Source: an optimization exercise on an open RTL-to-GDS flow (aim: small area, a short achievable clock period and few clock cycles). Production flows keep margins and buffers that such runs may drop. RTL that was checked went through simulation tests only; none was proved equivalent to the original. No activity file was given, so power comes from the tool's default toggle rates.

==> inputs of run a <==
==> flow/design.v (excerpt) <==
module Top(
    input                           sys_clk     ,
    input                           sys_rst_n   ,
    input                           trig        ,
    output  reg                     vld         ,
    input                   [9:0]   data_in     ,
    output  wire    signed  [12:0]  sin_out     ,
    output  wire    signed  [12:0]  cos_out
);
==> module Top, before the edit <==
module Top(
    input                           sys_clk     ,
    input                           sys_rst_n   ,
    input                           trig        ,
    output  reg                     vld         ,
    input                   [9:0]   data_in     ,
    output  wire    signed  [12:0]  sin_out     ,
    output  wire    signed  [12:0]  cos_out
);
wire [7:0] r = data_in[7:0];
reg  [7:0] w;        
reg        sw;       
reg        s_neg;
reg        c_neg;
reg        busy;
always @(posedge sys_clk) begin
    w     <= r[7] ? (8'd0 - r) : r;
    sw    <= data_in[8] ^ data_in[7];
    s_neg <= data_in[9];
    c_neg <= data_in[9] ^ data_in[8];
end
always @(posedge sys_clk or negedge sys_rst_n) begin
    if (~sys_rst_n) begin
        busy <= 1'b0;
        vld  <= 1'b0;
    end
    else begin
        busy <= trig;
        vld  <= busy;
    end
end
wire [10:0] s_t;
wire [11:0] c_t;
sc_tab tab (.a(w[6:0]), .s(s_t), .c(c_t));
wire [10:0] s_w = w[7] ? 11'd1448 : s_t;
wire [11:0] c_w = w[7] ? 12'd1448 : c_t;
wire        fix = sw && (w == 8'd108);
wire [11:0] s_mag = sw ? c_w : {1'b0, s_w};
wire [11:0] c_mag = sw ? (fix ? 12'd1259 : {1'b0, s_w}) : c_w;
reg [12:0] s_r, c_r;
always @(posedge sys_clk) begin
    s_r <= s_neg ? -{1'b0, s_mag} : {1'b0, s_mag};
    c_r <= c_neg ? -{1'b0, c_mag} : {1'b0, c_mag};
end
assign sin_out = s_r;
assign cos_out = c_r;
endmodule
Settings: LEC_CHECK=0, CAP_MARGIN=20, CORE_MARGIN=2, CORE_UTILIZATION=40, SLEW_MARGIN=20, SYNTH_MEMORY_MAX_BITS=32768; clock period 10.0 ns.
run.sh (not shown) runs the stock make flow with config.mk's settings and CLKGATE_MAP_FILE= SYNTH_SCRIPT=/design/flow/synth_recipe.tcl, a recipe that flattens the netlist after the stock synthesis.
==> run b: changes against run a <==
==> flow/flow/run.sh (new file) <==
#!/bin/bash
# The standard layout, with faster port buffers and timing repair aimed 6.5 ns below the clock period.
set -euo pipefail
bash standard.sh "BUFFER_PORTS_ARGS=-buffer_cell sky130_fd_sc_hd__buf_2" SETUP_SLACK_MARGIN=6.5 finish > standard_flow.log 2>&1
==> flow/standard.sh (new file) <==
#!/bin/bash
# synth_recipe.tcl (not shown) runs the flow's synth.tcl, then flattens the netlist and writes it again
# the make line also repeats each setting of config.mk as NAME=value (left out here)
make -C /OpenROAD-flow-scripts/flow DESIGN_CONFIG=/design/flow/config.mk WORK_HOME=/design/flow/orfs CLKGATE_MAP_FILE= SYNTH_SCRIPT=/design/flow/synth_recipe.tcl "${@:-finish}"
ABC_AREA = 1   (was not set)
removed: flow/run.sh
==> run c: changes against run a <==
--- a/flow/design.v
+++ b/flow/design.v
@@ -37,13 +37,16 @@
 wire        fix = sw && (w == 8'd108);
 wire [11:0] s_mag = sw ? c_w : {1'b0, s_w};
 wire [11:0] c_mag = sw ? (fix ? 12'd1259 : {1'b0, s_w}) : c_w;
-reg [12:0] s_r, c_r;
+reg [11:0] s_r, c_r;
+reg        sn_r, cn_r;
 always @(posedge sys_clk) begin
-    s_r <= s_neg ? -{1'b0, s_mag} : {1'b0, s_mag};
-    c_r <= c_neg ? -{1'b0, c_mag} : {1'b0, c_mag};
+    s_r  <= s_mag;
+    c_r  <= c_mag;
+    sn_r <= s_neg;
+    cn_r <= c_neg;
 end
-assign sin_out = s_r;
-assign cos_out = c_r;
+assign sin_out = sn_r ? -{1'b0, s_r} : {1'b0, s_r};
+assign cos_out = cn_r ? -{1'b0, c_r} : {1'b0, c_r};
 endmodule
 module sc_tab(
     input  [6:0] a,
==> flow/flow/run.sh (new file) <==
#!/bin/bash
# The standard layout, without adder cells in synthesis, with faster port buffers,
# and with timing repair aimed 6.0 ns below the clock period.
set -euo pipefail
bash standard.sh ADDER_MAP_FILE= "BUFFER_PORTS_ARGS=-buffer_cell sky130_fd_sc_hd__buf_2" SETUP_SLACK_MARGIN=6.0  finish > standard_flow.log 2>&1
==> flow/standard.sh (new file) <==
#!/bin/bash
# synth_recipe.tcl (not shown) runs the flow's synth.tcl, then flattens the netlist and writes it again
# the make line also repeats each setting of config.mk as NAME=value (left out here)
make -C /OpenROAD-flow-scripts/flow DESIGN_CONFIG=/design/flow/config.mk WORK_HOME=/design/flow/orfs CLKGATE_MAP_FILE= SYNTH_SCRIPT=/design/flow/synth_recipe.tcl "${@:-finish}"
ABC_AREA = 1   (was not set)
removed: flow/run.sh
==> run notes <==
- Clock skew, highest first: run c, run a, run b.
- Between run b and run a, the lower via count is in run a (gap 7.8%, measured against run a).
- Clock power: run b > run a > run c.
- Of run c and run a, run c has the higher count of clock-buffer cells in the layout (gap 1).
- The lowest fmax belongs to run a, the highest to run b.
- The lowest setup slack belongs to run a, the highest to run b.
- Final cell count: run b > run c > run a.
Testbench counts of run c, summed over its fixed seeds: cycles 4,800.
No functional check of the RTL was part of run a and run b.

-- port drivers added, routing unchanged --
No port has a modelled driver above. Below, the same layouts with a new extraction and two added sets of constraints. Step 1 assumes that a clkbuf_16 drives the clock port and a buf_2 every other input. Step 2 times the ports against the registers' clock, not the clock port: input delays grow and output delays shrink by t, the midpoint of the rising clock arrivals with the driver on. Three values: no drivers, after step 1, after step 2; two values: the first two.
run | t (ns) | slack for setup (ns) | hold slack, ns | worst setup path at the end | slew at the worst register clock pin (ns)
run a | 0.316 | 4.916 / 4.916 / 4.916 | 0.354 / 0.354 / 0.354 | register to register | 0.06 / 0.06
run b | 0.319 | 6.585 / 6.585 / 6.585 | 0.347 / 0.347 / 0.347 | register to register | 0.06 / 0.06
run c | 0.306 | 5.945 / 5.919 / 6.225 | 0.331 / 0.331 / 0.331 | register to output | 0.07 / 0.07
After both steps every run listed still meets setup and hold.
